Context: an optimization exercise on an open-source flow, tuned for small area. The choices shown serve that exercise and are no tape-out recipe. In this exercise RTL edits were held to simulation tests only and were not proved equivalent to the original. No driver is modelled on the clock port, so clock power and skew are understated where the tree is cut down; a real chip needs a root buffer or a tree. Power is estimated from default activity; no workload was simulated.

## build 21
==> flow/design.v (excerpt) <==
module rotary_combination_lock(
    output wire LCD_E, LCD_RW, LCD_RS,
    output wire [3:0] SF_D,
    output wire [2:0] J1,
    input Clk,
    input Rst,
    input Center,
    input South,
    input wire rotA, rotB
);
    wire CenterSync, SouthSync;
    wire Right, Left;
    wire Locked;
    wire Tens;
    wire [3:0] Ones;
    synchronizer_nr syncA(CenterSync, Center, Clk);
    synchronizer_nr syncB(SouthSync, South, Clk);
    rotary_encoder_module U0(
         .Left(Left), .Right(Right), .Clk(Clk), .Rst(Rst),
         .rotA(rotA), .rotB(rotB));
    combination_lock_fsm U1(
         .state(J1), .Locked(Locked), .Right(Right), .Left(Left),
         .Tens(Tens), .Ones(Ones), .Center(CenterSync), .Clk(Clk),
         .South(SouthSync), .Rst(Rst));
    up_down_counter U2(
        .Tens(Tens), .Ones(Ones), .Up(Left), .Down(Right),
        .Clk(Clk), .South(South), .Rst(Rst));
    lcd_driver U3(Clk, Rst, South, Tens, Ones, Locked, SF_D, LCD_E,
        LCD_RS, LCD_RW);
endmodule
Size in the first run: roughly 290 cells after synthesis, roughly 58 flip-flops, about 16 I/O pins, about 2300 um^2 of cells after synthesis.
Settings: LEC_CHECK=0, ABC_AREA=1, CAP_MARGIN=0, CORE_MARGIN=2, CORE_UTILIZATION=40, GPL_TIMING_DRIVEN=0, SLEW_MARGIN=0; clock period 10.0 ns.
standard.sh (not shown) runs the stock make flow with config.mk's settings and CLKGATE_MAP_FILE= SYNTH_SCRIPT=/design/flow/synth_recipe.tcl, a recipe that flattens the netlist after the stock synthesis.
==> flow/flow/run.sh <==
#!/bin/bash
# Own layout flow: the standard ORFS flow (standard.sh) with
#  - synthesis run once per area-oriented ABC script in flow/abc_*.script
#    (in parallel, each in its own ORFS work folder syn_N/), keeping the
#    smallest netlist; only the combinational mapping differs between them,
#  - minimum-size port buffers,
#  - a small hand-built clock buffer stage in place of TritonCTS
#    (flow/manual_cts.tcl).
# Each run's output goes to syn_N/synth.log and flow_standard.log here, and
# to the ORFS logs under syn_N/orfs/logs and orfs/logs.
set -euo pipefail
W=$PWD
R=results/sky130hd/rotary_combination_lock/base
mkscripts() {
  rm -rf "$1"
  cp -r "$FLOW_HOME/scripts" "$1"
  cp "$W/flow/manual_cts.tcl" "$1/manual_cts.tcl"
  sed -i 's|^log_cmd clock_tree_synthesis {\*}\$cts_args|source $::env(SCRIPTS_DIR)/manual_cts.tcl|' "$1/cts.tcl"
  grep -q manual_cts.tcl "$1/cts.tcl"
}
i=0
for s in "$W"/flow/abc_*.script; do
  i=$((i + 1))
  d="$W/syn_$i"
  rm -rf "$d"; mkdir -p "$d"
  mkscripts "$d/scripts"
  cp "$s" "$d/scripts/abc_area.script"
  sed "s|WORK_HOME=[^ ]*|WORK_HOME=$d/orfs|" standard.sh > "$d/std.sh"
  ( bash "$d/std.sh" SCRIPTS_DIR="$d/scripts" ADDER_MAP_FILE= synth > "$d/synth.log" 2>&1 || true ) &
done
wait
best=""; besta=""
for d in "$W"/syn_*; do
  f="$d/orfs/reports/sky130hd/rotary_combination_lock/base/synth_stat.txt"
  [ -f "$d/orfs/$R/1_synth.odb" ] && [ -f "$f" ] || continue
  a=$(grep -i "chip area for module" "$f" | awk '{print $NF}')
  echo "$d $a" >> "$W/flow_synth_choice.log"
  if [ -z "$best" ] || awk "BEGIN{exit !($a < $besta)}"; then best=$d; besta=$a; fi
done
[ -n "$best" ]
echo "chosen: $best $besta" >> "$W/flow_synth_choice.log"
rm -rf "$W/orfs"
cp -a "$best/orfs" "$W/orfs"
mkscripts "$W/scripts_mod"
cp "$best/scripts/abc_area.script" "$W/scripts_mod/abc_area.script"
export MCTS_N=${MCTS_N:-3}
export MCTS_CELL=${MCTS_CELL:-sky130_fd_sc_hd__clkbuf_8}
bash standard.sh SCRIPTS_DIR="$W/scripts_mod" ADDER_MAP_FILE= \
  "BUFFER_PORTS_ARGS=-buffer_cell sky130_fd_sc_hd__buf_1" \
  finish > "$W/flow_standard.log" 2>&1
Other scripts of this flow, unchanged in this note and not shown: flow/flow/abc_1.script, flow/flow/abc_2.script, flow/flow/abc_3.script, flow/flow/abc_4.script, flow/flow/manual_cts.tcl
Build 21 has completed all stages; timing, DRC and antenna checks passed.
For build 71, these inputs were changed with respect to build 21:
- CORE_UTILIZATION: 40 -> 60
- SLEW_MARGIN: 0 -> 10
- CAP_MARGIN: 0 -> 10
diff --git a/flow/flow/run.sh b/flow/flow/run.sh
--- a/flow/flow/run.sh
+++ b/flow/flow/run.sh
@@ -5,3 +5,4 @@
 #    smallest netlist; only the combinational mapping differs between them,
-#  - minimum-size port buffers,
+#  - no extra synthesis buffer on the constant output, minimum-size port
+#    buffers,
 #  - a small hand-built clock buffer stage in place of TritonCTS
@@ -28,3 +29,3 @@
   sed "s|WORK_HOME=[^ ]*|WORK_HOME=$d/orfs|" standard.sh > "$d/std.sh"
-  ( bash "$d/std.sh" SCRIPTS_DIR="$d/scripts" ADDER_MAP_FILE= synth > "$d/synth.log" 2>&1 || true ) &
+  ( bash "$d/std.sh" SCRIPTS_DIR="$d/scripts" ADDER_MAP_FILE= SYNTH_INSBUF=0 synth > "$d/synth.log" 2>&1 || true ) &
 done
@@ -47,3 +48,3 @@
 export MCTS_CELL=${MCTS_CELL:-sky130_fd_sc_hd__clkbuf_8}
-bash standard.sh SCRIPTS_DIR="$W/scripts_mod" ADDER_MAP_FILE= \
+bash standard.sh SCRIPTS_DIR="$W/scripts_mod" ADDER_MAP_FILE= SYNTH_INSBUF=0 \
   "BUFFER_PORTS_ARGS=-buffer_cell sky130_fd_sc_hd__buf_1" \
Findings:
Compared with build 21, net switching power in build 71 increased slightly. In build 71 the final routed wire length divided by cell count turned out 6.0% higher than in build 21. Number of stages on the worst setup path came out exactly the same in build 21 and build 71. Compared with build 21, in build 71 overall via count from detail_route now larger; global-route usage now larger; post-route cell area now smaller; highest clock rate now smaller. Count of mapped cells out of synthesis in build 71 is 0.34% lower than in build 21. Routed wire length improves in build 71 relative to build 21.
What build 74 does differently from build 71 at the input level:
- CAP_MARGIN now 20, was 10
- CORE_UTILIZATION now 40, was 60
- GPL_TIMING_DRIVEN no longer set, was 0
- SLEW_MARGIN now 20, was 10
[summary]
Of build 74 and build 71, it is build 74 that has the lower delay of the slowest cell on the worst path.
Build 74 ended with more cell area than build 71.
Build 74: overall track demand over capacity in global routing lower than build 71
The setup slack of build 74 is larger than that of build 71.
Taking build 74 over build 71, the total number of tap cells ratio works out to 1.5.
--- input diff build 74..build 59 ---
- CAP_MARGIN: 20 -> 10
- CORE_UTILIZATION: 40 -> 70
- SLEW_MARGIN: 20 -> 10
- GPL_TIMING_DRIVEN: unset -> 0
Notes after the runs:
Delta (build 59 minus build 74): final worst-path setup slack saw a decrease, fraction of layout cells with a size suffix above 1 saw little to no change, count of cell instances traversed by the critical path saw a decrease, endpoint required time on the critical path saw a decrease.
Average wire per standard cell ended up about 8% higher on build 59 than on build 74.
Delta (build 59 minus build 74): die outline area decreased by about 40% relative to the old numbers; routed wire length now smaller; power dropped 0.0039 mW; post-route clock period utilization now larger.
Vias: build 59 more than build 74
In every run of this note, the design's own scripts or RTL, not TritonCTS, make the clock network.

-- afterwards: timing with drivers on the ports --
How much do the figures lean on ideal ports? The routed layouts below were timed once more, with nothing changed but the port constraints.
Step 1 (the two cells are an assumption about what drives the block):
set clk [get_ports {Clk}]
set_driving_cell -lib_cell sky130_fd_sc_hd__clkbuf_16 $clk
set_driving_cell -lib_cell sky130_fd_sc_hd__buf_2 [delete_from_list [all_inputs] $clk]
Step 2, shift: input delay + t, output delay - t, t = (earliest + latest rising clock arrival at the registers) / 2. This alone moves slack from input paths to output paths.
Three values: ideal, step 1, step 2; two values: the first two.
run	t (ns)	setup slack, ns	worst setup path at the end	clock arrival spread, ns	worst data-port slew with drivers (ns)
build 21	0.213	5.105 / 5.122 / 4.908	input to register	0.015 / 0.015	0.03
build 71	0.214	5.038 / 5.061 / 4.847	input to register	0.017 / 0.017	0.03
build 74	0.217	5.571 / 5.585 / 5.368	input to register	0.012 / 0.012	0.04
build 59	0.209	5.034 / 5.050 / 4.841	input to register	0.010 / 0.010	0.04
After both steps setup and hold are still met in every run listed. For build 74, which loses most, drivers alone change the setup slack by +0.014 ns; drivers and shift together by -0.203 ns.
